Background: an optimization exercise with open tools, aiming at small area and a short achievable clock period. Do not read the settings as production practice.
No run shown here included a check of the RTL's function; only the layout flow was run.
No activity file was given, so power comes from the tool's default toggle rates.

## flow/design.v (module list and top-level ports; edited modules follow where they fit)
// module cpu: 855 lines
module cpu( 
    input clk,                           
    input RST,                           
    output [23:0] AB,                    
    output sync,                         
    input [7:0] DI,                      
    output reg [7:0] DO,                 
    output WE,                           
    input IRQ,                           
    input NMI,                           
    input RDY,                           
    input debug );
  // ...
==> flow/run.sh <==
#!/bin/bash
# synth_recipe.tcl (not shown) runs the flow's synth.tcl, then flattens the netlist and writes it again
# the make line also repeats each setting of config.mk as NAME=value (left out here)
make -C /OpenROAD-flow-scripts/flow DESIGN_CONFIG=/design/flow/config.mk WORK_HOME=/design/flow/orfs CLKGATE_MAP_FILE= SYNTH_SCRIPT=/design/flow/synth_recipe.tcl finish
==> flow/config.mk <==
export PLATFORM = sky130hd
export DESIGN_NAME = cpu
export DESIGN_NICKNAME = cpu
export VERILOG_FILES = /design/flow/design.v
export SDC_FILE = /design/flow/constraint.sdc
export NUM_CORES = 4
export LEC_CHECK = 0
export ABC_AREA = 1
export CAP_MARGIN = 20
export CORE_MARGIN = 2
export CORE_UTILIZATION = 40
export CTS_BUF_LIST = sky130_fd_sc_hd__clkbuf_8
export PLACE_DENSITY = 0.6
export SETUP_SLACK_MARGIN = 4
export SLEW_MARGIN = 20
==> flow/constraint.sdc <==
create_clock -name core_clock -period 11.0 [get_ports {clk}]
set_input_delay 2.2000 -clock core_clock [delete_from_list [all_inputs] [get_ports {clk}]]
set_output_delay 2.2000 -clock core_clock [all_outputs]
set_load 0.01 [all_outputs]
==> flow_summary_export.csv, run 1 <==
group,metric,value,unit
status,status,"complete, no violations",
clock_tree,clk_pin_slew_worst_paths,0.05,ns
final_layout,multi_input_cells,2427,
sta,hold_viol,0,
routing,drc,0,
logic_synthesis,yosys.area_share.adder,0.06112,
pwr,p_comb_frac,0.661,
final_layout,layout.cells.most_common,"nand2_1",
place,placed_area,0.02183,mm²
global_routing,grt_use_total,0.3049,
global_routing,use_met1,0.4306,
final_layout,top_area_cell_class,"multi-input gates",
floorplan,die_h,231.8,µm
final_layout,fin_area,0.02380,mm²
clock_tree,cts.sinks,227,
place,gp_congestion,1.010,
global_routing,grt_max_degree,39,
global_routing,antenna_found_initial,3,
global_routing,grt_pass1_wl,126.0,mm
routing,met3_length,7.776,mm
global_routing,met2_usage,0.4649,
sta,max_freq,0.1443,GHz
floorplan,initial_utilization,0.4046,
logic_synthesis,muxShareOfSynthArea,0,
setup_path,r2r_start,"RWDTH[1]",
setup_path,slowest_stage,"ha_4",
==> module cpu, before the edit <==
module cpu( 
    input clk,                           
    input RST,                           
    output [23:0] AB,                    
    output sync,                         
    input [7:0] DI,                      
    output reg [7:0] DO,                 
    output WE,                           
    input IRQ,                           
    input NMI,                           
    input RDY,                           
    input debug );                       
 parameter
    SYNC  = 6'd0,
    IMM0  = 6'd1,
    PHA0  = 6'd2,
    PLA0  = 6'd3,
    ZPG0  = 6'd4,
    DATA  = 6'd5,
    ABS0  = 6'd6,
    ABS1  = 6'd7,
    BRA0  = 6'd8,
    JSR0  = 6'd9,
    JSR1  = 6'd10,
    JSR2  = 6'd11,
    RTS0  = 6'd12,
    RTS1  = 6'd13,
    RTS2  = 6'd14,
    JMP0  = 6'd15,
    JMP1  = 6'd16,
    IDX0  = 6'd17,
    IDX1  = 6'd18,
    IDX2  = 6'd19,
    BRK0  = 6'd20,
    BRK1  = 6'd21,
    BRK2  = 6'd22,
    BRK3  = 6'd23,
    RTI0  = 6'd24,
    IND0  = 6'd25,
    IND1  = 6'd26,
    ZPW0  = 6'd27,
    ABW0  = 6'd28,
    ABW1  = 6'd29,
    RMW0  = 6'd30,
    RMW1  = 6'd31,
    BRK4  = 6'd32,
    JMPW  = 6'd33,
    INDW  = 6'd34,
    ABSW  = 6'd35,
    ABWW  = 6'd36,
    JSRW  = 6'd37,
    JSRH  = 6'd38,
    JSRL  = 6'd39,
    JSR3  = 6'd40,
    JSR4  = 6'd41,
    RTSW  = 6'd42,
    IMMR  = 6'd43,
    ABSR  = 6'd44,
    ZPGR  = 6'd45,
    IDXR  = 6'd46,
    PHAR  = 6'd47,
    PHAS  = 6'd48,
    PLAR  = 6'd49;
parameter
    NOP   = 2'b00,
    LDA   = 2'b01,
    STA   = 2'b10,
    RMW   = 2'b11;
parameter
    DST__ = 2'b00,
    DST_X = 2'b01,
    DST_Y = 2'b10,
    DST_A = 2'b11;
parameter
    SRC__ = 2'b00,
    SRC_Z = 2'b00,
    SRC_X = 2'b01,
    SRC_Y = 2'b10,
    SRC_A = 2'b11;
parameter
    SEL_Z = 2'b00,
    SEL_X = 2'b01,
    SEL_Y = 2'b10,
    SEL_A = 2'b11;
parameter
    FLAG____ = 2'b00,
    FLAG_ADD = 2'b01,
    FLAG_CMP = 2'b10,
    FLAG_BIT = 2'b11;
parameter
    IZ = SEL_Z,
    IX = SEL_X,
    IY = SEL_Y;
parameter
    IDX___ = 2'b00,      
    IDX_X_ = 2'b01,      
    IDX__Y = 2'b10,      
    IDX_XY = 2'b11;      
parameter  
    ALU_____ = 9'b00_000_00_00,
    ALU_REG  = 9'b00_000_00_00,  
    ALU_INCA = 9'b00_000_00_01,  
    ALU_DECA = 9'b00_000_10_00,  
    ALU_LDA  = 9'b00_001_00_00,  
    ALU_INCM = 9'b00_001_00_01,  
    ALU_DECM = 9'b00_001_10_00,  
    ALU_ADC  = 9'b00_000_01_10,  
    ALU_CMP  = 9'b00_000_11_01,  
    ALU_SBC  = 9'b00_000_11_10,  
    ALU_ORA  = 9'b00_100_00_00,  
    ALU_AND  = 9'b00_101_00_00,  
    ALU_EOR  = 9'b00_110_00_00,  
    ALU_TSX  = 9'b00_111_00_00,  
    ALU_PLA  = 9'b01_000_00_00,  
    ALU_ASLA = 9'b10_000_00_00,  
    ALU_ROLA = 9'b10_000_00_11,  
    ALU_LSRA = 9'b11_000_00_00,  
    ALU_RORA = 9'b11_000_00_11,  
    ALU_ASLM = 9'b10_001_00_00,  
    ALU_ROLM = 9'b10_001_00_11,  
    ALU_LSRM = 9'b11_001_00_00,  
    ALU_RORM = 9'b11_001_00_11;  
parameter
    AB_ZPGX = 11'b00_1_00_100_11_0,   
    AB_ABSX = 11'b10_1_00_010_01_0,   
    AB_PUSH = 11'b01_0_00_000_00_0,   
    AB_PULL = 11'b01_0_00_000_00_1,   
    AB_HOLD = 11'b10_0_00_011_00_0,   
    AB_NEXT = 11'b10_0_00_011_00_1,   
    AB_INCR = 11'b10_1_00_011_00_1,   
    AB_OPER = 11'b00_0_01_001_00_0,   
    AB_FWRD = 11'b10_0_01_001_10_0,   
    AB_JMP1 = 11'b10_0_01_010_00_1,   
    AB_JMP0 = 11'b10_0_01_010_01_0,   
    AB_BACK = 11'b11_0_01_001_10_0,   
    AB_NMIV = 11'b01_0_10_000_00_0,   
    AB_IRQV = 11'b01_0_11_000_00_0;   
parameter
    WE___ = 2'b00,                   
    WE_1_ = 2'b01,                   
    WE_ST = 2'b10;                   
parameter
    DR___ = 1'b0,                    
    DR_DI = 1'b1;                    
parameter
    DO____ = 3'b000,
    DO_ALU = 3'b000,
    DO_PCL = 3'b001,
    DO_PCH = 3'b010,
    DO_PHP = 3'b011,
    DO_PC3 = 3'b100;
parameter
    S____  = 2'b00,
    S_INC  = 2'b01,
    S_DEC  = 2'b10;
parameter
    AB_16  = 2'b00,
    AB_24  = 2'b01,
    AB_32  = 2'b10,
    AB_48  = 2'b11;
parameter
    R_08  = 2'b00,
    R_16  = 2'b01,
    R_24  = 2'b10,
    R_32  = 2'b11;
function [24:0] dec;
    input [7:0] op;
    input p0;
    case( op )
         8'h6D: dec = { FLAG_ADD, LDA, SRC_A, DST_A, ALU_ADC , IZ, (p0) ? ABSW : ABS0 };  
         8'h7D: dec = { FLAG_ADD, LDA, SRC_A, DST_A, ALU_ADC , IX, (p0) ? ABSW : ABS0 };  
         8'h79: dec = { FLAG_ADD, LDA, SRC_A, DST_A, ALU_ADC , IY, (p0) ? ABSW : ABS0 };  
         8'h69: dec = { FLAG_ADD, LDA, SRC_A, DST_A, ALU_ADC , IZ, IMM0 };  
         8'h65: dec = { FLAG_ADD, LDA, SRC_A, DST_A, ALU_ADC , IZ, ZPG0 };  
         8'h72: dec = { FLAG_ADD, LDA, SRC_A, DST_A, ALU_ADC , IZ, IDX0 };  
         8'h61: dec = { FLAG_ADD, LDA, SRC_A, DST_A, ALU_ADC , IX, IDX0 };  
         8'h75: dec = { FLAG_ADD, LDA, SRC_A, DST_A, ALU_ADC , IX, ZPG0 };  
         8'h71: dec = { FLAG_ADD, LDA, SRC_A, DST_A, ALU_ADC , IY, IDX0 };  
         8'hED: dec = { FLAG_ADD, LDA, SRC_A, DST_A, ALU_SBC , IZ, (p0) ? ABSW : ABS0 };  
         8'hFD: dec = { FLAG_ADD, LDA, SRC_A, DST_A, ALU_SBC , IX, (p0) ? ABSW : ABS0 };  
         8'hF9: dec = { FLAG_ADD, LDA, SRC_A, DST_A, ALU_SBC , IY, (p0) ? ABSW : ABS0 };  
         8'hE9: dec = { FLAG_ADD, LDA, SRC_A, DST_A, ALU_SBC , IZ, IMM0 };  
         8'hE5: dec = { FLAG_ADD, LDA, SRC_A, DST_A, ALU_SBC , IZ, ZPG0 };  
         8'hF2: dec = { FLAG_ADD, LDA, SRC_A, DST_A, ALU_SBC , IZ, IDX0 };  
         8'hE1: dec = { FLAG_ADD, LDA, SRC_A, DST_A, ALU_SBC , IX, IDX0 };  
         8'hF5: dec = { FLAG_ADD, LDA, SRC_A, DST_A, ALU_SBC , IX, ZPG0 };  
         8'hF1: dec = { FLAG_ADD, LDA, SRC_A, DST_A, ALU_SBC , IY, IDX0 };  
         8'h2D: dec = { FLAG____, LDA, SRC_A, DST_A, ALU_AND , IZ, (p0) ? ABSW : ABS0 };  
         8'h3D: dec = { FLAG____, LDA, SRC_A, DST_A, ALU_AND , IX, (p0) ? ABSW : ABS0 };  
         8'h39: dec = { FLAG____, LDA, SRC_A, DST_A, ALU_AND , IY, (p0) ? ABSW : ABS0 };  
         8'h29: dec = { FLAG____, LDA, SRC_A, DST_A, ALU_AND , IZ, IMM0 };  
         8'h25: dec = { FLAG____, LDA, SRC_A, DST_A, ALU_AND , IZ, ZPG0 };  
         8'h32: dec = { FLAG____, LDA, SRC_A, DST_A, ALU_AND , IZ, IDX0 };  
         8'h21: dec = { FLAG____, LDA, SRC_A, DST_A, ALU_AND , IX, IDX0 };  
         8'h35: dec = { FLAG____, LDA, SRC_A, DST_A, ALU_AND , IX, ZPG0 };  
         8'h31: dec = { FLAG____, LDA, SRC_A, DST_A, ALU_AND , IY, IDX0 };  
         8'h0D: dec = { FLAG____, LDA, SRC_A, DST_A, ALU_ORA , IZ, (p0) ? ABSW : ABS0 };  
         8'h1D: dec = { FLAG____, LDA, SRC_A, DST_A, ALU_ORA , IX, (p0) ? ABSW : ABS0 };  
         8'h19: dec = { FLAG____, LDA, SRC_A, DST_A, ALU_ORA , IY, (p0) ? ABSW : ABS0 };  
         8'h09: dec = { FLAG____, LDA, SRC_A, DST_A, ALU_ORA , IZ, IMM0 };  
         8'h05: dec = { FLAG____, LDA, SRC_A, DST_A, ALU_ORA , IZ, ZPG0 };  
         8'h12: dec = { FLAG____, LDA, SRC_A, DST_A, ALU_ORA , IZ, IDX0 };  
         8'h01: dec = { FLAG____, LDA, SRC_A, DST_A, ALU_ORA , IX, IDX0 };  
         8'h15: dec = { FLAG____, LDA, SRC_A, DST_A, ALU_ORA , IX, ZPG0 };  
         8'h11: dec = { FLAG____, LDA, SRC_A, DST_A, ALU_ORA , IY, IDX0 };  
         8'hAD: dec = { FLAG____, LDA, SRC_A, DST_A, ALU_LDA , IZ, (p0) ? ABSW : ABS0 };  
         8'hBD: dec = { FLAG____, LDA, SRC_A, DST_A, ALU_LDA , IX, (p0) ? ABSW : ABS0 };  
         8'hB9: dec = { FLAG____, LDA, SRC_A, DST_A, ALU_LDA , IY, (p0) ? ABSW : ABS0 };  
         8'hA9: dec = { FLAG____, LDA, SRC_A, DST_A, ALU_LDA , IZ, IMM0 };  
         8'hA5: dec = { FLAG____, LDA, SRC_A, DST_A, ALU_LDA , IZ, ZPG0 };  
         8'hB2: dec = { FLAG____, LDA, SRC_A, DST_A, ALU_LDA , IZ, IDX0 };  
         8'hA1: dec = { FLAG____, LDA, SRC_A, DST_A, ALU_LDA , IX, IDX0 };  
         8'hB5: dec = { FLAG____, LDA, SRC_A, DST_A, ALU_LDA , IX, ZPG0 };  
         8'hB1: dec = { FLAG____, LDA, SRC_A, DST_A, ALU_LDA , IY, IDX0 };  
         8'hCD: dec = { FLAG_CMP, NOP, SRC_A, DST__, ALU_CMP , IZ, (p0) ? ABSW : ABS0 };  
         8'hDD: dec = { FLAG_CMP, NOP, SRC_A, DST__, ALU_CMP , IX, (p0) ? ABSW : ABS0 };  
         8'hD9: dec = { FLAG_CMP, NOP, SRC_A, DST__, ALU_CMP , IY, (p0) ? ABSW : ABS0 };  
         8'hC9: dec = { FLAG_CMP, NOP, SRC_A, DST__, ALU_CMP , IZ, IMM0 };  
         8'hC5: dec = { FLAG_CMP, NOP, SRC_A, DST__, ALU_CMP , IZ, ZPG0 };  
         8'hD2: dec = { FLAG_CMP, NOP, SRC_A, DST__, ALU_CMP , IZ, IDX0 };  
         8'hC1: dec = { FLAG_CMP, NOP, SRC_A, DST__, ALU_CMP , IX, IDX0 };  
         8'hD5: dec = { FLAG_CMP, NOP, SRC_A, DST__, ALU_CMP , IX, ZPG0 };  
         8'hD1: dec = { FLAG_CMP, NOP, SRC_A, DST__, ALU_CMP , IY, IDX0 };  
         8'h4D: dec = { FLAG____, LDA, SRC_A, DST_A, ALU_EOR , IZ, (p0) ? ABSW : ABS0 };  
         8'h5D: dec = { FLAG____, LDA, SRC_A, DST_A, ALU_EOR , IX, (p0) ? ABSW : ABS0 };  
         8'h59: dec = { FLAG____, LDA, SRC_A, DST_A, ALU_EOR , IY, (p0) ? ABSW : ABS0 };  
         8'h49: dec = { FLAG____, LDA, SRC_A, DST_A, ALU_EOR , IZ, IMM0 };  
         8'h45: dec = { FLAG____, LDA, SRC_A, DST_A, ALU_EOR , IZ, ZPG0 };  
         8'h52: dec = { FLAG____, LDA, SRC_A, DST_A, ALU_EOR , IZ, IDX0 };  
         8'h41: dec = { FLAG____, LDA, SRC_A, DST_A, ALU_EOR , IX, IDX0 };  
         8'h55: dec = { FLAG____, LDA, SRC_A, DST_A, ALU_EOR , IX, ZPG0 };  
         8'h51: dec = { FLAG____, LDA, SRC_A, DST_A, ALU_EOR , IY, IDX0 };  
         8'h8D: dec = { FLAG____, STA, SRC_A, DST__, ALU_REG , IZ, (p0) ? ABSW : ABS0 };  
         8'h9D: dec = { FLAG____, STA, SRC_A, DST__, ALU_REG , IX, (p0) ? ABSW : ABS0 };  
         8'h99: dec = { FLAG____, STA, SRC_A, DST__, ALU_REG , IY, (p0) ? ABSW : ABS0 };  
         8'h85: dec = { FLAG____, STA, SRC_A, DST__, ALU_REG , IZ, ZPG0 };  
         8'h92: dec = { FLAG____, STA, SRC_A, DST__, ALU_REG , IZ, IDX0 };  
         8'h81: dec = { FLAG____, STA, SRC_A, DST__, ALU_REG , IX, IDX0 };  
         8'h95: dec = { FLAG____, STA, SRC_A, DST__, ALU_REG , IX, ZPG0 };  
         8'h91: dec = { FLAG____, STA, SRC_A, DST__, ALU_REG , IY, IDX0 };  
         8'h0A: dec = { FLAG____, LDA, SRC_A, DST_A, ALU_ASLA, IZ, SYNC };  
         8'h4A: dec = { FLAG____, LDA, SRC_A, DST_A, ALU_LSRA, IZ, SYNC };  
         8'h2A: dec = { FLAG____, LDA, SRC_A, DST_A, ALU_ROLA, IZ, SYNC };  
         8'h6A: dec = { FLAG____, LDA, SRC_A, DST_A, ALU_RORA, IZ, SYNC };  
         8'h0E: dec = { FLAG____, RMW, SRC__, DST__, ALU_ASLM, IZ, (p0) ? ABWW : ABW0 };  
         8'h1E: dec = { FLAG____, RMW, SRC__, DST__, ALU_ASLM, IX, (p0) ? ABWW : ABW0 };  
         8'h06: dec = { FLAG____, RMW, SRC__, DST__, ALU_ASLM, IZ, ZPW0 };  
         8'h16: dec = { FLAG____, RMW, SRC__, DST__, ALU_ASLM, IX, ZPW0 };  
         8'h4E: dec = { FLAG____, RMW, SRC__, DST__, ALU_LSRM, IZ, (p0) ? ABWW : ABW0 };  
         8'h5E: dec = { FLAG____, RMW, SRC__, DST__, ALU_LSRM, IX, (p0) ? ABWW : ABW0 };  
         8'h46: dec = { FLAG____, RMW, SRC__, DST__, ALU_LSRM, IZ, ZPW0 };  
         8'h56: dec = { FLAG____, RMW, SRC__, DST__, ALU_LSRM, IX, ZPW0 };  
         8'h2E: dec = { FLAG____, RMW, SRC__, DST__, ALU_ROLM, IZ, (p0) ? ABWW : ABW0 };  
         8'h3E: dec = { FLAG____, RMW, SRC__, DST__, ALU_ROLM, IX, (p0) ? ABWW : ABW0 };  
         8'h26: dec = { FLAG____, RMW, SRC__, DST__, ALU_ROLM, IZ, ZPW0 };  
         8'h36: dec = { FLAG____, RMW, SRC__, DST__, ALU_ROLM, IX, ZPW0 };  
         8'h6E: dec = { FLAG____, RMW, SRC__, DST__, ALU_RORM, IZ, (p0) ? ABWW : ABW0 };  
         8'h7E: dec = { FLAG____, RMW, SRC__, DST__, ALU_RORM, IX, (p0) ? ABWW : ABW0 };  
         8'h66: dec = { FLAG____, RMW, SRC__, DST__, ALU_RORM, IZ, ZPW0 };  
         8'h76: dec = { FLAG____, RMW, SRC__, DST__, ALU_RORM, IX, ZPW0 };  
         8'h90: dec = { FLAG____, NOP, SRC__, DST__, ALU_____, IZ, BRA0 };  
         8'hB0: dec = { FLAG____, NOP, SRC__, DST__, ALU_____, IZ, BRA0 };  
         8'hF0: dec = { FLAG____, NOP, SRC__, DST__, ALU_____, IZ, BRA0 };  
         8'h30: dec = { FLAG____, NOP, SRC__, DST__, ALU_____, IZ, BRA0 };  
         8'hD0: dec = { FLAG____, NOP, SRC__, DST__, ALU_____, IZ, BRA0 };  
         8'h10: dec = { FLAG____, NOP, SRC__, DST__, ALU_____, IZ, BRA0 };  
         8'h80: dec = { FLAG____, NOP, SRC__, DST__, ALU_____, IZ, BRA0 };  
         8'h50: dec = { FLAG____, NOP, SRC__, DST__, ALU_____, IZ, BRA0 };  
         8'h70: dec = { FLAG____, NOP, SRC__, DST__, ALU_____, IZ, BRA0 };  
         8'h2C: dec = { FLAG_BIT, NOP, SRC_A, DST__, ALU_AND , IZ, (p0) ? ABSW : ABS0 };  
         8'h3C: dec = { FLAG_BIT, NOP, SRC_A, DST__, ALU_AND , IX, (p0) ? ABSW : ABS0 };  
         8'h89: dec = { FLAG_BIT, NOP, SRC_A, DST__, ALU_AND , IZ, IMM0 };  
         8'h24: dec = { FLAG_BIT, NOP, SRC_A, DST__, ALU_AND , IZ, ZPG0 };  
         8'h34: dec = { FLAG_BIT, NOP, SRC_A, DST__, ALU_AND , IX, ZPG0 };  
         8'h18: dec = { FLAG____, NOP, SRC__, DST__, ALU_____, IZ, SYNC };  
         8'hD8: dec = { FLAG____, NOP, SRC__, DST__, ALU_____, IZ, SYNC };  
         8'h58: dec = { FLAG____, NOP, SRC__, DST__, ALU_____, IZ, SYNC };  
         8'hB8: dec = { FLAG____, NOP, SRC__, DST__, ALU_____, IZ, SYNC };  
         8'h38: dec = { FLAG____, NOP, SRC__, DST__, ALU_____, IZ, SYNC };  
         8'hF8: dec = { FLAG____, NOP, SRC__, DST__, ALU_____, IZ, SYNC };  
         8'h78: dec = { FLAG____, NOP, SRC__, DST__, ALU_____, IZ, SYNC };  
         8'hEA: dec = { FLAG____, NOP, SRC__, DST__, ALU_____, IZ, SYNC };  
         8'hEC: dec = { FLAG_CMP, NOP, SRC_X, DST__, ALU_CMP , IZ, (p0) ? ABSW : ABS0 };  
         8'hE0: dec = { FLAG_CMP, NOP, SRC_X, DST__, ALU_CMP , IZ, IMM0 };  
         8'hE4: dec = { FLAG_CMP, NOP, SRC_X, DST__, ALU_CMP , IZ, ZPG0 };  
         8'hCC: dec = { FLAG_CMP, NOP, SRC_Y, DST__, ALU_CMP , IZ, (p0) ? ABSW : ABS0 };  
         8'hC0: dec = { FLAG_CMP, NOP, SRC_Y, DST__, ALU_CMP , IZ, IMM0 };  
         8'hC4: dec = { FLAG_CMP, NOP, SRC_Y, DST__, ALU_CMP , IZ, ZPG0 };  
         8'hCE: dec = { FLAG____, RMW, SRC__, DST__, ALU_DECM, IZ, (p0) ? ABWW : ABW0 };  
         8'hDE: dec = { FLAG____, RMW, SRC__, DST__, ALU_DECM, IX, (p0) ? ABWW : ABW0 };  
         8'hC6: dec = { FLAG____, RMW, SRC__, DST__, ALU_DECM, IZ, ZPW0 };  
         8'hD6: dec = { FLAG____, RMW, SRC__, DST__, ALU_DECM, IX, ZPW0 };  
         8'hEE: dec = { FLAG____, RMW, SRC__, DST__, ALU_INCM, IZ, (p0) ? ABWW : ABW0 };  
         8'hFE: dec = { FLAG____, RMW, SRC__, DST__, ALU_INCM, IX, (p0) ? ABWW : ABW0 };  
         8'hE6: dec = { FLAG____, RMW, SRC__, DST__, ALU_INCM, IZ, ZPW0 };  
         8'hF6: dec = { FLAG____, RMW, SRC__, DST__, ALU_INCM, IX, ZPW0 };  
         8'h3A: dec = { FLAG____, LDA, SRC_A, DST_A, ALU_DECA, IZ, SYNC };  
         8'hCA: dec = { FLAG____, LDA, SRC_X, DST_X, ALU_DECA, IZ, SYNC };  
         8'h88: dec = { FLAG____, LDA, SRC_Y, DST_Y, ALU_DECA, IZ, SYNC };  
         8'h1A: dec = { FLAG____, LDA, SRC_A, DST_A, ALU_INCA, IZ, SYNC };  
         8'hE8: dec = { FLAG____, LDA, SRC_X, DST_X, ALU_INCA, IZ, SYNC };  
         8'hC8: dec = { FLAG____, LDA, SRC_Y, DST_Y, ALU_INCA, IZ, SYNC };  
         8'hAA: dec = { FLAG____, LDA, SRC_A, DST_X, ALU_REG , IZ, SYNC };  
         8'hA8: dec = { FLAG____, LDA, SRC_A, DST_Y, ALU_REG , IZ, SYNC };  
         8'hBA: dec = { FLAG____, LDA, SRC__, DST_X, ALU_TSX , IZ, SYNC };  
         8'h8A: dec = { FLAG____, LDA, SRC_X, DST_A, ALU_REG , IZ, SYNC };  
         8'h9A: dec = { FLAG____, NOP, SRC_X, DST__, ALU_REG , IZ, SYNC };  
         8'h98: dec = { FLAG____, LDA, SRC_Y, DST_A, ALU_REG , IZ, SYNC };  
         8'h00: dec = { FLAG____, NOP, SRC__, DST__, ALU_____, IZ, BRK0 };  
         8'h4C: dec = { FLAG____, NOP, SRC__, DST__, ALU_____, IZ, (p0) ? JMPW : JMP0 };  
         8'h6C: dec = { FLAG____, NOP, SRC__, DST__, ALU_____, IZ, (p0) ? INDW : IND0 };  
         8'h7C: dec = { FLAG____, NOP, SRC__, DST__, ALU_____, IX, (p0) ? INDW : IND0 };  
         8'h20: dec = { FLAG____, NOP, SRC__, DST__, ALU_____, IZ, (p0) ? JSRW : JSR0 };  
         8'h40: dec = { FLAG____, NOP, SRC__, DST__, ALU_____, IZ, RTI0 };  
         8'h60: dec = { FLAG____, NOP, SRC__, DST__, ALU_____, IZ, RTS0 };  
         8'hAE: dec = { FLAG____, LDA, SRC__, DST_X, ALU_LDA , IZ, (p0) ? ABSW : ABS0 };  
         8'hBE: dec = { FLAG____, LDA, SRC__, DST_X, ALU_LDA , IY, (p0) ? ABSW : ABS0 };  
         8'hA2: dec = { FLAG____, LDA, SRC__, DST_X, ALU_LDA , IZ, IMM0 };  
         8'hA6: dec = { FLAG____, LDA, SRC__, DST_X, ALU_LDA , IZ, ZPG0 };  
         8'hB6: dec = { FLAG____, LDA, SRC__, DST_X, ALU_LDA , IY, ZPG0 };  
         8'hAC: dec = { FLAG____, LDA, SRC__, DST_Y, ALU_LDA , IZ, (p0) ? ABSW : ABS0 };  
         8'hBC: dec = { FLAG____, LDA, SRC__, DST_Y, ALU_LDA , IX, (p0) ? ABSW : ABS0 };  
         8'hA0: dec = { FLAG____, LDA, SRC__, DST_Y, ALU_LDA , IZ, IMM0 };  
         8'hA4: dec = { FLAG____, LDA, SRC__, DST_Y, ALU_LDA , IZ, ZPG0 };  
         8'hB4: dec = { FLAG____, LDA, SRC__, DST_Y, ALU_LDA , IX, ZPG0 };  
         8'h48: dec = { FLAG____, NOP, SRC_A, DST__, ALU_REG , IZ, PHA0 };  
         8'hDA: dec = { FLAG____, NOP, SRC_X, DST__, ALU_REG , IZ, PHA0 };  
         8'h5A: dec = { FLAG____, NOP, SRC_Y, DST__, ALU_REG , IZ, PHA0 };  
         8'h68: dec = { FLAG____, LDA, SRC__, DST_A, ALU_PLA , IZ, PLA0 };  
         8'hFA: dec = { FLAG____, LDA, SRC__, DST_X, ALU_PLA , IZ, PLA0 };  
         8'h7A: dec = { FLAG____, LDA, SRC__, DST_Y, ALU_PLA , IZ, PLA0 };  
         8'h08: dec = { FLAG____, NOP, SRC__, DST__, ALU_REG , IZ, PHA0 };  
         8'h28: dec = { FLAG____, NOP, SRC__, DST__, ALU_____, IZ, PLA0 };  
         8'h8E: dec = { FLAG____, STA, SRC_X, DST__, ALU_REG , IZ, (p0) ? ABSW : ABS0 };  
         8'h86: dec = { FLAG____, STA, SRC_X, DST__, ALU_REG , IZ, ZPG0 };  
         8'h96: dec = { FLAG____, STA, SRC_X, DST__, ALU_REG , IY, ZPG0 };  
         8'h8C: dec = { FLAG____, STA, SRC_Y, DST__, ALU_REG , IZ, (p0) ? ABSW : ABS0 };  
         8'h84: dec = { FLAG____, STA, SRC_Y, DST__, ALU_REG , IZ, ZPG0 };  
         8'h94: dec = { FLAG____, STA, SRC_Y, DST__, ALU_REG , IX, ZPG0 };  
         8'h9C: dec = { FLAG____, STA, SRC_Z, DST__, ALU_REG , IZ, (p0) ? ABSW : ABS0 };  
         8'h9E: dec = { FLAG____, STA, SRC_Z, DST__, ALU_REG , IX, (p0) ? ABSW : ABS0 };  
         8'h64: dec = { FLAG____, STA, SRC_Z, DST__, ALU_REG , IZ, ZPG0 };  
         8'h74: dec = { FLAG____, STA, SRC_Z, DST__, ALU_REG , IX, ZPG0 };  
         8'h0F: dec = { FLAG____, NOP, SRC__, DST__, ALU_____, IZ, SYNC };  
         8'h1F: dec = { FLAG____, NOP, SRC__, DST__, ALU_____, IZ, SYNC };  
         8'h4F: dec = { FLAG____, NOP, SRC__, DST__, ALU_____, IZ, SYNC };  
         8'h8F: dec = { FLAG____, NOP, SRC__, DST__, ALU_____, IZ, SYNC };  
         8'h5F: dec = { FLAG____, NOP, SRC__, DST__, ALU_____, IZ, SYNC };  
         8'h9F: dec = { FLAG____, NOP, SRC__, DST__, ALU_____, IZ, SYNC };  
         8'h1C: dec = { 21'b00_00_00_00_00_000000000_00, (p0) ? ABSW : ABS0 };  
         8'h14: dec = { 21'b00_00_00_00_00_000000000_00, ZPG0 };  
         8'h0C: dec = { 21'b00_00_00_00_00_000000000_00, (p0) ? ABSW : ABS0 };  
         8'h04: dec = { 21'b00_00_00_00_00_000000000_00, ZPG0 };  
       default: dec = { 19'b0, IZ, SYNC };
    endcase
endfunction
function [20:0] busop;
    input [5:0] st;
    input r;                             
    input c;                             
    input d7;                            
    case( st )
        ABSW:                    busop = { S____, IDX___, DO____, DR_DI, WE___, AB_OPER };
        ABS0:                    busop = { S____, IDX___, DO____, DR_DI, WE___, AB_OPER };
        ABS1:                    busop = { S____, IDX_XY, DO_ALU, DR___, WE_ST, AB_ABSX };
        ABSR:                    busop = { S____, IDX_XY, DO_ALU, DR_DI, WE_ST, AB_INCR };
        ABWW:                    busop = { S____, IDX___, DO____, DR_DI, WE___, AB_OPER };
        ABW0:                    busop = { S____, IDX___, DO____, DR_DI, WE___, AB_OPER };
        ABW1:                    busop = { S____, IDX_XY, DO____, DR___, WE___, AB_ABSX };
        BRA0: if( c & d7 ) busop = { S____, IDX___, DO____, DR___, WE___, AB_BACK };
             else if( c )    busop = { S____, IDX___, DO____, DR___, WE___, AB_FWRD };
             else               busop = { S____, IDX___, DO____, DR___, WE___, AB_OPER };
        BRK0:                    busop = { S_DEC, IDX___, DO_PCH, DR___, WE_1_, AB_PUSH };
        BRK1:                    busop = { S_DEC, IDX___, DO_PCL, DR___, WE_1_, AB_PUSH };
        BRK2:                    busop = { S_DEC, IDX___, DO_PHP, DR___, WE_1_, AB_IRQV };
        BRK3:                    busop = { S____, IDX___, DO____, DR_DI, WE___, AB_OPER };
        BRK4:                    busop = { S____, IDX___, DO____, DR___, WE___, AB_OPER };
        DATA:                    busop = { S____, IDX___, DO____, DR_DI, WE___, AB_OPER };
        IDX0:                    busop = { S____, IDX_X_, DO____, DR_DI, WE___, AB_ZPGX };
        IDX1:                    busop = { S____, IDX___, DO____, DR_DI, WE___, AB_NEXT };
        IDX2:                    busop = { S____, IDX__Y, DO_ALU, DR___, WE_ST, AB_ABSX };
        IDXR:                    busop = { S____, IDX__Y, DO_ALU, DR_DI, WE_ST, AB_INCR };
        IMM0:                    busop = { S____, IDX___, DO____, DR_DI, WE___, AB_OPER };
        IMMR:                    busop = { S____, IDX___, DO____, DR_DI, WE___, AB_OPER };
        INDW:                    busop = { S____, IDX___, DO____, DR_DI, WE___, AB_OPER };
        IND0:                    busop = { S____, IDX___, DO____, DR_DI, WE___, AB_OPER };
        IND1:                    busop = { S____, IDX_X_, DO____, DR___, WE___, AB_JMP0 };
        JMPW:                    busop = { S____, IDX___, DO____, DR_DI, WE___, AB_OPER };
        JMP0:                    busop = { S____, IDX___, DO____, DR_DI, WE___, AB_OPER };
        JMP1:                    busop = { S____, IDX___, DO____, DR___, WE___, AB_JMP0 };
        JSRW:                    busop = { S_DEC, IDX___, DO_PC3, DR_DI, WE_1_, AB_PUSH };
        JSRH:                    busop = { S_DEC, IDX___, DO_PCH, DR___, WE_1_, AB_PUSH };
        JSR3:                    busop = { S____, IDX___, DO____, DR___, WE___, AB_OPER };
        JSR4:                    busop = { S____, IDX___, DO____, DR___, WE___, AB_OPER };
        JSRL:                    busop = { S_DEC, IDX___, DO_PCL, DR_DI, WE_1_, AB_PUSH };
        JSR0:                    busop = { S_DEC, IDX___, DO_PCH, DR_DI, WE_1_, AB_PUSH };
        JSR1:                    busop = { S_DEC, IDX___, DO_PCL, DR___, WE_1_, AB_PUSH };
        JSR2:                    busop = { S____, IDX___, DO____, DR___, WE___, AB_OPER };
        PHA0:                    busop = { S_DEC, IDX___, DO_PHP, DR___, WE_1_, AB_PUSH };
        PHAR:                    busop = { S_DEC, IDX___, DO_PHP, DR___, WE_1_, AB_PUSH };
        PHAS:                    busop = { S____, IDX___, DO____, DR___, WE___, AB_OPER };
        PLA0:                    busop = { S_INC, IDX___, DO____, DR_DI, WE___, AB_PULL };
        PLAR:                    busop = { S_INC, IDX___, DO____, DR_DI, WE___, AB_PULL };
        RMW0:                    busop = { S____, IDX___, DO____, DR_DI, WE___, AB_OPER };
        RMW1:                    busop = { S____, IDX___, DO_ALU, DR___, WE_1_, AB_HOLD };
        RTI0:                    busop = { S_INC, IDX___, DO____, DR___, WE___, AB_PULL };
        RTS0:                    busop = { S_INC, IDX___, DO____, DR___, WE___, AB_PULL };
        RTS1:                    busop = { S_INC, IDX___, DO____, DR_DI, WE___, AB_PULL };
        RTSW:                    busop = { S_INC, IDX___, DO____, DR_DI, WE___, AB_PULL };
        RTS2: if( r )          busop = { S____, IDX___, DO____, DR___, WE___, AB_JMP0 };
             else               busop = { S____, IDX___, DO____, DR___, WE___, AB_JMP1 };
        SYNC:                    busop = { S____, IDX___, DO____, DR___, WE___, AB_OPER };
        ZPG0:                    busop = { S____, IDX_XY, DO_ALU, DR___, WE_ST, AB_ZPGX };
        ZPGR:                    busop = { S____, IDX_XY, DO_ALU, DR_DI, WE_ST, AB_INCR };
        ZPW0:                    busop = { S____, IDX_XY, DO____, DR___, WE___, AB_ZPGX };
       default:                 busop = { S____, IDX___, DO____, DR___, WE___, AB_OPER };           
    endcase
endfunction
function [8:0] padd8;                    
    input [7:0] a;
    input [7:0] b;
    input c;
    reg [8:0] G, P, Gn, Pn;
    integer i, l;
    begin
        G = { a & b, c };
        P = { a ^ b, 1'b0 };
        for( l = 1; l < 9; l = l * 2 ) begin
            Gn = G;
            Pn = P;
            for( i = l; i < 9; i = i + 1 ) begin
                Gn[i] = G[i] | (P[i] & G[i - l]);
                Pn[i] = P[i] & P[i - l];
            end
            G = Gn;
            P = Pn;
        end
        padd8 = { G[8], (a ^ b) ^ G[7:0] };
    end
endfunction
function [23:0] allones;                 
    input [23:0] x;
    reg [23:0] P, Pn;
    integer i, l;
    begin
        P = { x[22:0], 1'b1 };
        for( l = 1; l < 24; l = l * 2 ) begin
            Pn = P;
            for( i = l; i < 24; i = i + 1 )
                Pn[i] = P[i] & P[i - l];
            P = Pn;
        end
        allones = P;
    end
endfunction
reg [23:0] PC;                           
reg [23:0] ab_hold;                      
reg [7:0] D4;                            
reg [7:0] D3;                            
reg [7:0] DR;                            
wire [7:0] IR;                           
reg [7:0] OP;                            
reg [2:0] PREFIX;                        
reg ABWDTH;                              
reg [1:0] RWDTH;                         
reg [1:0] RBYTES;                        
reg N, V, D, I, Z, C;                    
wire [7:0] P = { N, V, 1'b1, 1'b1, D, I, Z, C };
reg [23:0] XR, YR, AR;                   
reg [15:0] S;                            
reg [5:0] state;
reg [5:0] next_state;
assign sync = (state == SYNC);
reg [8:0] DIHOLD;
always @(posedge clk)
    case( state )
        PLA0: DIHOLD <= {1'b1, DI[7:0]};
        PHA0: DIHOLD <= {1'b1, DI[7:0]};
        RMW1: DIHOLD <= {1'b1, DI[7:0]};
     default: DIHOLD <= {1'b0, DI[7:0]};
    endcase
assign IR = DIHOLD[8] ? DIHOLD[7:0] : DI[7:0];
wire [7:0] OP_next = sync ? IR : OP;
always @(posedge clk)
    OP <= OP_next;
wire [24:0] op_dec = dec( OP, PREFIX[0] );      
wire [18:0] control = op_dec[24:6];
wire [1:0] ins_type = control[18:17];
wire adc_sbc = (ins_type == FLAG_ADD);
wire cmp     = (ins_type == FLAG_CMP);
wire bit_isn = (ins_type == FLAG_BIT);
wire store = control[16];
wire load = control[15];
wire [1:0] reg_dst = control[12:11];
reg [8:0] alu_op;                        
wire shift = alu_op[8];
wire clc = (OP == 8'h18);
wire sec = (OP == 8'h38);
wire cld = (OP == 8'hD8);
wire sed = (OP == 8'hF8);
wire cli = (OP == 8'h58);
wire sei = (OP == 8'h78);
wire rti = (OP == 8'h40);
wire clv = (OP == 8'hB8);
wire php = (OP == 8'h08) || (OP == 8'h00);
wire plp = (OP == 8'h28);
wire txs = (OP == 8'h9A);
wire variation = (OP == 8'h0F);
reg bc_N, bc_V, bc_C, bc_Z, bc_inv;
always @(posedge clk) begin
    bc_N   <= (OP_next[7:6] == 2'b00);
    bc_V   <= (OP_next[7:6] == 2'b01);
    bc_C   <= (OP_next[7:5] == 3'b101) | (OP_next[7:4] == 4'b1001);
    bc_Z   <= (OP_next[7:6] == 2'b11);
    bc_inv <= ~OP_next[5];
end
wire cond = bc_inv ^ ((bc_N & N) | (bc_V & V) | (bc_C & C) | (bc_Z & Z));
wire [20:0] bus_op = busop( state, rti, cond, DI[7] );
wire [10:0] ab_op = bus_op[10:0];
wire [1:0] we_op = bus_op[12:11];
wire dr_di = bus_op[13];
wire [2:0] do_op = bus_op[16:14];
wire pull = bus_op[19];
wire push = bus_op[20];
wire [24:0] ir_dec = dec( IR, PREFIX[0] );
wire [5:0] init_state = ir_dec[5:0];
always @* begin
    next_state = state;
    if( RST )
        next_state = BRK4;
    else case( state )
        SYNC:  next_state = init_state;
        ABSW:  next_state = ABS0;
        ABS0:  next_state = ABS1;
        ABS1:  if (RBYTES == 0) next_state = DATA;
               else next_state = ABSR;
        ABSR:  if (RBYTES == 0) next_state = DATA;
        ABWW:  next_state = ABWW;
        ABW0:  next_state = ABW1;
        ABW1:  next_state = RMW0;
        BRA0:  next_state = SYNC;
        BRK0:  next_state = BRK1;
        BRK1:  next_state = BRK2;
        BRK2:  next_state = BRK3;
        BRK3:  next_state = JMP0;
        BRK4:  next_state = BRK3;
        DATA:  next_state = SYNC;
        IDX0:  next_state = IDX1;
        IDX1:  next_state = IDX2;
        IDX2:  if (RBYTES == 0) next_state = DATA;
               else next_state = IDXR;
        IDXR:  if (RBYTES == 0) next_state = DATA;
        IMM0:  if (RBYTES == 0) next_state = SYNC;
               else next_state = IMMR;
        IMMR:  if (RBYTES == 0) next_state = SYNC;
        INDW:  next_state = IND0;
        IND0:  next_state = IND1;
        IND1:  next_state = (ABWDTH == 1'b0) ? JMP0 : JMPW;
        JMPW:  next_state = JMP0;
        JMP0:  next_state = JMP1;
        JMP1:  next_state = SYNC;
        JSRW:  next_state = JSRH;
        JSRH:  next_state = JSR3;
        JSR3:  next_state = JSRL;
        JSRL:  next_state = JSR4;
        JSR4:  next_state = JMP1;
        JSR0:  next_state = JSR1;
        JSR1:  next_state = JSR2;
        JSR2:  next_state = JMP1;
        PHA0:  if (RBYTES == 0) next_state = SYNC;
               else next_state = PHAR;
        PHAR:  if (RBYTES == 0) next_state = PHAS;
        PHAS:  next_state = SYNC;
        PLA0:  if (RBYTES == 0) next_state = SYNC;
               else next_state = PLAR;
        PLAR:  if (RBYTES == 0) next_state = SYNC;
        RMW0:  next_state = RMW1;
        RMW1:  next_state = SYNC;
        RTI0:  next_state = RTS0;
        RTS0:  next_state = (ABWDTH == 1'b0) ? RTS1 : RTSW;
        RTSW:  next_state = RTS1;
        RTS1:  next_state = RTS2;
        RTS2:  next_state = SYNC;
        ZPG0:  if (RBYTES == 0) next_state = DATA;
               else next_state = ZPGR;
        ZPGR:  if (RBYTES == 0) next_state = DATA;
        ZPW0:  next_state = RMW0;
        default:  next_state = SYNC;
    endcase
end
reg count;
always @*
    case( state )
        ABS1, ABSR, IDX2, IDXR, IMM0, IMMR, PHA0, PHAR, PLA0, PLAR, ZPG0, ZPGR:
            count = 1'b1;
        default:
            count = 1'b0;
    endcase
always @(posedge clk)
    state <= next_state;
always @(posedge clk)
    if( RST ) begin
        ABWDTH <= 1'b1;
        RWDTH <= R_08;
        RBYTES <= R_08;
        PREFIX <= { R_08, 1'b1 };
    end
    else begin
        if( sync ) begin
            ABWDTH <= PREFIX[0];
            RWDTH <= PREFIX[2:1];
            RBYTES <= PREFIX[2:1];
            if (IR[3:0] == 4'hF)
                PREFIX <= { IR[7:6], IR[4] };
            else if (IR == 8'h40) begin
                ABWDTH <= 1'b1;
                RWDTH <= R_08;
                PREFIX <= { R_08, 1'b1 };
            end
            else
                PREFIX <= { R_08, 1'b0 };
        end
        if( count && RBYTES != 0 )
            RBYTES <= RBYTES - 1'b1;
    end
wire [24:0] nop_dec = dec( OP_next, PREFIX[0] );
wire [20:0] nbus_op = busop( next_state, OP_next == 8'h40, 1'b0, 1'b0 );
wire nABWDTH = RST ? 1'b1 : (sync ? ((IR == 8'h40) ? 1'b1 : PREFIX[0]) : ABWDTH);
wire [1:0] nidx = nop_dec[7:6] & nbus_op[18:17];
reg bs_S, bs_PC, bs_D24, bs_D16, bs_H;   
reg [1:0] ab_x;                          
reg [1:0] ab_h;                          
reg ab_ci;
reg ab_bra;                              
reg ix_X, ix_Y;                          
reg src_X, src_Y, src_A;                 
always @(posedge clk) begin
    bs_S   <= ~nbus_op[5] & (nbus_op[4:3] == 2'b00);
    bs_PC  <= ~nbus_op[5] & (nbus_op[4:3] == 2'b01);
    bs_D24 <= ~nbus_op[5] & (nbus_op[4:3] == 2'b10) & nABWDTH;
    bs_D16 <= ~nbus_op[5] & (nbus_op[4:3] == 2'b10) & ~nABWDTH;
    bs_H   <= ~nbus_op[5] & (nbus_op[4:3] == 2'b11);
    ab_x   <= nbus_op[2:1];
    ab_h   <= nbus_op[10:9];
    ab_ci  <= nbus_op[0];
    ab_bra <= (next_state == BRA0);
    ix_X   <= (nidx == SEL_X);
    ix_Y   <= (nidx == SEL_Y);
    src_X  <= (nop_dec[20:19] == SEL_X);
    src_Y  <= (nop_dec[20:19] == SEL_Y);
    src_A  <= (nop_dec[20:19] == SEL_A);
    alu_op <= nop_dec[16:8];
end
wire [23:0] R = ({24{src_X}} & XR) | ({24{src_Y}} & YR) | ({24{src_A}} & AR);
wire [8:0] XY = ({9{ix_X}} & XR[8:0]) | ({9{ix_Y}} & YR[8:0]);
reg [23:0] R_IN;
reg [23:0] MEM;
reg [23:0] alu_ai;
reg [23:0] alu_bi;
reg alu_ci;
reg alu_si;
reg [23:0] alu_out;
reg alu_C, alu_N, alu_V;
wire alu_Z = (alu_out == 24'h000000);
always @* begin
    case( RWDTH )
        R_08: R_IN = { 16'h0000, R[7:0] };
        R_16: R_IN = { 8'h00, R[15:0] };
        default: R_IN = R;
    endcase
    case( RWDTH )
        R_24: MEM = { DR, D3, D4 };
        R_16: MEM = { 8'h00, DR, D3 };
        default: MEM = { 8'h00, 8'h00, DR };
    endcase
    casez( alu_op[6:4] )
        3'b0?0: alu_ai = R_IN;
        3'b0?1: alu_ai = MEM;
        3'b100: alu_ai = R_IN | MEM;
        3'b101: alu_ai = R_IN & MEM;
        3'b110: alu_ai = R_IN ^ MEM;
        3'b111: alu_ai = { 8'h00, S };
    endcase
    case( alu_op[3:2] )
        2'b00: alu_bi = 24'h000000;
        2'b01: alu_bi = MEM;
        2'b10: alu_bi = 24'hffffff;
        2'b11: alu_bi = ~MEM;
    endcase
    case( alu_op[1:0] )
        2'b01: alu_ci = 1'b1;
        2'b10: alu_ci = C;
        default: alu_ci = 1'b0;
    endcase
    {alu_C, alu_out} = alu_ai + alu_bi + alu_ci;
    alu_si = C & alu_op[0];
    if( alu_op[8] )
        if( alu_op[7] )
            {alu_out, alu_C} = {alu_si, alu_out};
        else
            {alu_C, alu_out} = {alu_out, alu_si};
    else if( alu_op[7] )
        alu_out = { 16'h0000, DI };
    alu_N = (RWDTH == R_24) ? alu_out[23] : (RWDTH == R_16) ? alu_out[15] : alu_out[7];
    alu_V = (RWDTH == R_24) ? (alu_ai[23] ^ alu_bi[23] ^ alu_C ^ alu_N) :
            (RWDTH == R_16) ? (alu_ai[15] ^ alu_bi[15] ^ alu_C ^ alu_N) :
                              (alu_ai[7]  ^ alu_bi[7]  ^ alu_C ^ alu_N);
end
wire reg_we = load & ~store & sync;
always @(posedge clk)
    if( reg_we && reg_dst == SEL_X )
        XR <= alu_out;
always @(posedge clk)
    if( reg_we && reg_dst == SEL_Y )
        YR <= alu_out;
always @(posedge clk)
    if( reg_we && reg_dst == SEL_A )
        AR <= alu_out;
    else if( variation )                 
        AR <= {16'h6502, R_16, AB_24, 4'h0};
reg [15:0] s_run;
integer si;
always @* begin
    s_run[0] = 1'b1;
    for( si = 1; si < 16; si = si + 1 )
        s_run[si] = s_run[si - 1] & (S[si - 1] ^ push);
end
always @(posedge clk)
    if( txs )              S <= R[15:0];
    else if( push | pull ) S <= S ^ s_run;
wire [23:0] base = ({24{bs_S}} & { 8'h00, S })
                 | ({24{bs_PC}} & PC)
                 | ({24{bs_D24}} & { DI, DR, D3 })
                 | ({24{bs_D16}} & { 8'h00, DI, DR })
                 | ({24{bs_H}} & ab_hold);
wire [1:0] x_op = ab_bra ? { cond, 1'b0 } : ab_x;
wire [1:0] h_op = ab_bra ? { cond, cond & DI[7] } : ab_h;
wire [7:0] abl_a = (x_op == 2'b11) ? XY[7:0] : base[7:0];
wire [7:0] abl_b = ((x_op == 2'b01) ? XY[7:0] : 8'h00) | (x_op[1] ? DI : 8'h00);
wire [8:0] abl_sum = padd8( abl_a, abl_b, ab_ci );
wire abl_co = abl_sum[8] ^ (x_op[0] & XY[8]);
wire [15:0] abh_base = base[23:8];
wire abh_down = (h_op == 2'b11);
wire [23:0] abh_run = allones( { 8'h00, abh_base ^ {16{abh_down}} } );
wire abh_flip = h_op[0] ^ (h_op[1] & abl_co);
wire [15:0] abh = abh_base ^ ({16{abh_flip}} & abh_run[15:0]);
assign AB = { abh, abl_sum[7:0] };
always @(posedge clk)
    if( ab_op[8] )
        ab_hold <= AB;
always @(posedge clk)
    if( RST )
        PC <= 24'hfffffa;
    else case( ab_op[7:6] )
        2'b01: PC <= AB + 1'b1;
        2'b10: PC <= 24'hfffff7;
        2'b11: PC <= 24'hfffffd;
      default:;
    endcase
assign WE = we_op[0] | (we_op[1] & store);
always @(posedge clk)
    if( dr_di ) begin
        D4 <= D3;
        D3 <= DR;
        DR <= DI;
    end
function [7:0] bytesel;
    input [23:0] x;
    input [1:0] w;
    input [1:0] n;
    if( w == R_08 ) bytesel = x[7:0];
    else if( w == R_16 ) bytesel = (n == 2'd1) ? x[7:0] : x[15:8];
    else bytesel = (n == 2'd2) ? x[7:0] : (n == 2'd1) ? x[15:8] : x[23:16];
endfunction
reg [8:0] rmw_in;
always @*
    case( RWDTH )
        R_16: rmw_in = { DR[0], D3 };
        R_24: rmw_in = { D3[0], D4 };
        default: rmw_in = { 1'b0, DR };
    endcase
wire [7:0] rmw_inc = rmw_in[7:0] + 8'h01;
wire [7:0] rmw_dec = rmw_in[7:0] - 8'h01;
reg [7:0] rmw_lo;                        
reg [7:0] rmw_hi;                        
always @*
    case( OP[7:5] )
        3'b000:  begin rmw_lo = { rmw_in[6:0], 1'b0 }; rmw_hi = 8'h00; end      
        3'b001:  begin rmw_lo = { rmw_in[6:0], C };    rmw_hi = 8'h00; end      
        3'b010:  begin rmw_lo = rmw_in[8:1];           rmw_hi = 8'h00; end      
        3'b011:  begin rmw_lo = rmw_in[8:1];           rmw_hi = { C, 7'h00 }; end   
        3'b110:  begin rmw_lo = rmw_dec;               rmw_hi = (DR == 8'h00) ? 8'hff : 8'h00; end   
        default: begin rmw_lo = rmw_inc;               rmw_hi = 8'h00; end      
    endcase
wire [7:0] do_reg = bytesel( R, RWDTH, RBYTES );
wire [7:0] do_rmw = (RWDTH == R_32) ? rmw_hi : rmw_lo;
always @*
    case( do_op )
        DO_PCL: DO = PC[7:0];
        DO_PCH: DO = PC[15:8];
        DO_PC3: DO = PC[23:16];
        DO_PHP: DO = php ? P : do_reg;
        default: DO = (state == RMW1) ? do_rmw : do_reg;
    endcase
always @(posedge clk)
    case( state )
        RTS0: if( rti )                         N <= DI[7];
        SYNC: if( plp )                         N <= DI[7];
              else if( bit_isn )                N <= DI[7];
              else if( load | cmp )             N <= alu_N;
     default:;
    endcase
always @(posedge clk)
    case( state )
        RTS0: if( rti )                         V <= DI[6];
        SYNC: if( plp )                         V <= DI[6];
              else if( clv )                    V <= 0;
              else if( bit_isn )                V <= DI[6];
              else if( adc_sbc )                V <= alu_V;
     default:;
    endcase
always @(posedge clk)
    case( state )
        RTS0: if( rti )                         D <= DI[3];
        SYNC: if( plp )                         D <= DI[3];
              else if( cld )                    D <= 0;
              else if( sed )                    D <= 1;
     default:;
    endcase
always @(posedge clk)
    case( state )
        BRK4:                                   I <= 1;
        RTS0: if( rti )                         I <= DI[2];
        SYNC: if( plp )                         I <= DI[2]; 
              else if( cli )                    I <= 0;
              else if( sei )                    I <= 1;
     default:;
    endcase
always @(posedge clk)
    case( state )
        RTS0: if( rti )                         Z <= DI[1];
        SYNC: if( plp )                         Z <= DI[1]; 
              else if( load | cmp | bit_isn )   Z <= alu_Z;
     default:;
    endcase
always @(posedge clk)
    case( state )
        RTS0: if( rti )                         C <= DI[0];
        SYNC: if( plp )                         C <= DI[0];
              else if( clc )                    C <= 0;
              else if( sec )                    C <= 1;
              else if( cmp | shift | adc_sbc )  C <= alu_C;
     default:;
    endcase
endmodule
==> run 2: changes to the inputs <==
--- a/flow/design.v
+++ b/flow/design.v
@@ -661,11 +661,15 @@
 wire variation = (OP == 8'h0F);
-reg bc_N, bc_V, bc_C, bc_Z, bc_inv;
-always @(posedge clk) begin
-    bc_N   <= (OP_next[7:6] == 2'b00);
-    bc_V   <= (OP_next[7:6] == 2'b01);
-    bc_C   <= (OP_next[7:5] == 3'b101) | (OP_next[7:4] == 4'b1001);
-    bc_Z   <= (OP_next[7:6] == 2'b11);
-    bc_inv <= ~OP_next[5];
-end
-wire cond = bc_inv ^ ((bc_N & N) | (bc_V & V) | (bc_C & C) | (bc_Z & Z));
+reg cond;
+always @*
+    casez( OP[7:4] )
+        4'b000?: cond = ~N;
+        4'b001?: cond =  N;
+        4'b010?: cond = ~V;
+        4'b011?: cond =  V;
+        4'b1000: cond =  1;
+        4'b1001: cond = ~C;
+        4'b101?: cond =  C;
+        4'b110?: cond = ~Z;
+        4'b111?: cond =  Z;
+    endcase
 wire [20:0] bus_op = busop( state, rti, cond, DI[7] );
@@ -890,5 +894,6 @@
 wire [1:0] h_op = ab_bra ? { cond, cond & DI[7] } : ab_h;
-wire [7:0] abl_a = (x_op == 2'b11) ? XY[7:0] : base[7:0];
-wire [7:0] abl_b = ((x_op == 2'b01) ? XY[7:0] : 8'h00) | (x_op[1] ? DI : 8'h00);
-wire [8:0] abl_sum = padd8( abl_a, abl_b, ab_ci );
+wire [7:0] abl_a = x_op[0] ? XY[7:0] : base[7:0];
+wire [8:0] abl_di = padd8( abl_a, DI, ab_ci );                              
+wire [8:0] abl_reg = base[7:0] + (x_op[0] ? XY[7:0] : 8'h00) + ab_ci;       
+wire [8:0] abl_sum = x_op[1] ? abl_di : abl_reg;
 wire abl_co = abl_sum[8] ^ (x_op[0] & XY[8]);
--- a/flow/config.mk
+++ b/flow/config.mk
@@ -12,2 +12,4 @@
 export CTS_BUF_LIST = sky130_fd_sc_hd__clkbuf_8
+export CTS_CLUSTER_DIAMETER = 60
+export CTS_CLUSTER_SIZE = 14
 export PLACE_DENSITY = 0.6
==> flow_summary_export.csv, run 2 <==
group,metric,value,unit
floorplan,die_x,232.4,µm
setup_path,slowest_stage,"o21ai_1",
logic_synthesis,synth_largest_area_cell,"edfxtp_1",
routing,met3_length,6.454,mm
sta,hold_viol,0,
global_routing,grt_use_total,0.2972,
routing,via_per_inst,5.826,
routing,drtPass1Iterations,9,
sta,max_freq,0.1447,GHz
setup_path,path_max_fanout,10,
setup_path,crit_chain,"inv_1 -> ha_4 -> buf_4 -> o21ai_1 -> inv_1 -> ha_1 -> inv_1 -> o21ai_1 -> inv_1 -> nor2_1 -> nor2_1 -> o21bai_1 -> a21oi_1 -> o21ai_0 -> nand4_1 -> o21ai_0 -> nand2_1 -> nand3_1 -> nand2_1 -> clkdlybuf4s50_1",
logic_synthesis,synth_nets,3297,
floorplan,die_h,232.4,µm
floorplan,initial_utilization,0.4059,
routing,drc,0,
setup_path,worst_path_most_repeated_cell,"inv_1",
logic_synthesis,synthCells,3175,
logic_synthesis,yosysSeqAreaShare,0.2811,
final_layout,layout.cells.most_common,"nand2_1",
clock_tree,clock_path_buffers,3,
global_routing,antenna_found_initial,2,
routing,routedWlPerCell,20.80,µm
min_path,hold_path_class,"register to register",
final_layout,drive_above_1_share,0.1044,
place,hpwlAfterDp,63.02,mm
place,port_buffers,43,
routing,wl_met1,36.02,mm
logic_synthesis,synthArstFlopShare,0,
global_routing,grt_max_degree,38,
logic_synthesis,synth_most_common_cell,"nand2_1",
global_routing,grt_pass1_vias,21096,
clock_tree,cts_inserted_buffers,28,
sta,tightest_slew,1.049,ns
pwr,powerDensity,298.5,mW/mm²
final_layout,fin_util,0.4533,
pwr,power_leakage,10.64,nW
pwr,peakVddDrop,0.0001247,V
place,gp_congestion,0.9520,
setup_path,crit_required,8.80,ns
final_layout,nets,3357,
logic_synthesis,synthFlopType,"edfxtp_1",
setup_path,critPathLaunchType,"register",
setup_path,end_kind,"output pin",
logic_synthesis,ys_seq_elements,222,
clock_tree,ctsHoldBuffers,0,
sta,setup_viol,0,
clock_tree,cts_root_buf,"clkbuf_8",
flow_run,drv_cap,0,
logic_synthesis,synth_warnings,1,
routing,via_count,22944,
floorplan,die_area,0.05400,mm²
clock_tree,htreeDepth,1,
final_layout,multi_input_area,0.01315,mm²
routing,routed.top_layer,"met4",
logic_synthesis,ys_types,75,
final_layout,fill_cells,5356,
global_routing,grt_pass1_wl,124.5,mm
clock_tree,clk_latency,0.64,ns
global_routing,overflow,0,
logic_synthesis,synth_area_leaders,"edfxtp_1 (20%), nand2_1 (15%), dfxtp_1 (7.7%), inv_1 (7.6%), nor2_1 (6.2%)",
final_layout,layout_common_cells,"nand2_1 (810), inv_1 (416), nor2_1 (342)",
setup_path,max_stage_delay,0.63,ns
sta,fin_crit_sh,0.6282,
sta,rsz0062_at_grt,"yes",
clock_tree,cts_tree,"done",
routing,wl_met2,36.04,mm
floorplan,rows,83,
routing,drtIter0Drc,2779,
logic_synthesis,synth_top_cell_area_share,0.2044,
logic_synthesis,synth_edf_count,142,
final_layout,seq_area,0.005878,mm²
clock_tree,clk_pin_slew_worst_paths,0.09,ns
logic_synthesis,synth.avg_cell_area,6.571,µm²
routing,ant_nets,0,
clock_tree,cts.sinks,222,
setup_path,path_class,"register to output pin",
sta,fin_crit,6.911,ns
floorplan,fp.coreArea,0.05141,mm²
logic_synthesis,netlist_area,0.02086,mm²
sta,relSlewSlack,0.2965,
floorplan,io-pin-count,48,
logic_synthesis,yosys-top-cells-count,"nand2_1 (826), inv_1 (425), nor2_1 (346)",
sta,finClkSkew,0.02657,ns
sta,setup_tns,0,ns
final_layout,layout-area-overhead-vs-synth,11.69,%
setup_path,arrival,4.71,ns
sta,slew_viol_final,0,
status,status,"complete, no violations",
routing,wl,81.92,mm
-- run 2: cell types whose count changed after synthesis, moves of 9 or more --
cell | previous run | this run
o211ai_1 | 43 | 31
a31oi_1 | 25 | 16
nand3_1 | 266 | 248
o21ai_0 | 192 | 168
nand2_1 | 877 | 826
a21oi_1 | 115 | 134
nor3_1 | 36 | 47
xor2_1 | 38 | 64
-- run 2: area by class of cell --
type / count / area share
Clock inverter: 21 / 0.008430
Tap cell: 680 / 0.03651
Sequential cell: 222 / 0.2523
Multi-Input combinational cell: 2395 / 0.5642
Antenna cell: 1 / 0.0001074
Inverter: 459 / 0.07480
Timing Repair Buffer: 129 / 0.04543
Clock buffer: 31 / 0.01831
-- run 2: logic make-up (layout without fill, tap and decap cells) --
kind of cell / after synthesis / after routing / synth area share
AND/OR/NAND/NOR: 1637 / 1638 / 0.3412
AO/OA/AOI/OAI: 574 / 574 / 0.1734
buffers and inverters: 559 / 640 / 0.1058
flip-flops: 222 / 222 / 0.2811
adder cells (fa/ha/maj): 108 / 108 / 0.06693
XOR/XNOR: 75 / 75 / 0.03148
other: 0 / 1 / 0
-- run 2: through the flow --
step	total power [mW]	hold WS (ns)	worst slack [ns]	area, µm²	cells
floorplan	4.514	0.4503	4.643	20860	3175
global placement	5.948	0.4708	2.895	21910	3826
detailed placement	5.988	0.4766	2.850	21910	3826
CTS	6.778	0.4937	3.927	23100	3920
global route	7.482	0.5042	3.821	23300	3938
finish	6.955	0.4928	4.089	23300	3938
-- run 2: path summary, 6_finish.rpt --
check             startpoint  endpoint  slack [ns]  cells past startpoint
hold reg to reg        D3[6]     D4[6]        0.49                      0
setup reg to reg       bs_PC    PC[22]        4.35                     45
hold / removal         D3[6]     D4[6]        0.49                      0
setup / recovery    RWDTH[1]     DO[7]        4.09                     20
-- run 2: repair_timing --
item | CTS | global route
buffers inserted | 42 | 16
cloned | 0 | 1
setup endpoints to repair | 33 | 26
resized for setup | 116 | 51
endpoints found under the hold margin | 0 | 0
pin swaps | 14 | 15
-- run 2: report_power, final --
group          leakage [nW]  switching, mW  internal (mW)
Combinational          8.30           3.31           1.42
Sequential             1.99          0.244           1.29
Clock                 0.342          0.385          0.306
-- run 2: critical path: cells and delay by family (launching register included) --
| family | cells | cell delay [ns] |
|---|---|---|
| DFF | 1 | 0.42 |
| adders and majority gates | 2 | 0.68 |
| and+or+nand+nor | 6 | 0.61 |
| buffers and inverters | 6 | 1.13 |
| AOI/OAI and AO/OA | 6 | 1.25 |
-- run 2: per-layer routing --
metal,track usage,vias up
met2,0.4645,1134
met4,0.1196,0
met3,0.03199,184
met5,0,-
li1,-,10760
met1,0.4177,10866

## separate check: timing with driven ports
The results above use ideal ports. As a check the final layouts listed here were re-extracted and re-timed, cells and wires unchanged.
Step 1, drivers: a clkbuf_16 drives clk and a buf_2 each remaining input, both assumed.
Step 2 adds t to the input delays and takes it off the output delays; t is the mean of the earliest and latest rising clock arrival at the registers after step 1. Input paths then give back, and output paths get back, about the clock's delay inside the block.
a / b / c = no drivers / after step 1 / after step 2; a / b = the first two.
| run | shift t [ns] | setup WS [ns] | latest minus earliest clock arrival (ns) | slew at the worst register clock pin (ns) | cell pins on the clock port's net |
|---|---|---|---|---|---|
| run 1 | 0.668 | 4.070 / 4.048 / 4.048 | 0.045 / 0.044 | 0.07 / 0.07 | 1 |
| run 2 | 0.676 | 4.089 / 4.039 / 3.567 | 0.027 / 0.026 | 0.10 / 0.10 | 1 |
After both steps every run listed still meets setup and hold. For run 2, which loses most, drivers alone change the setup slack by -0.050 ns; drivers and shift together by -0.522 ns.
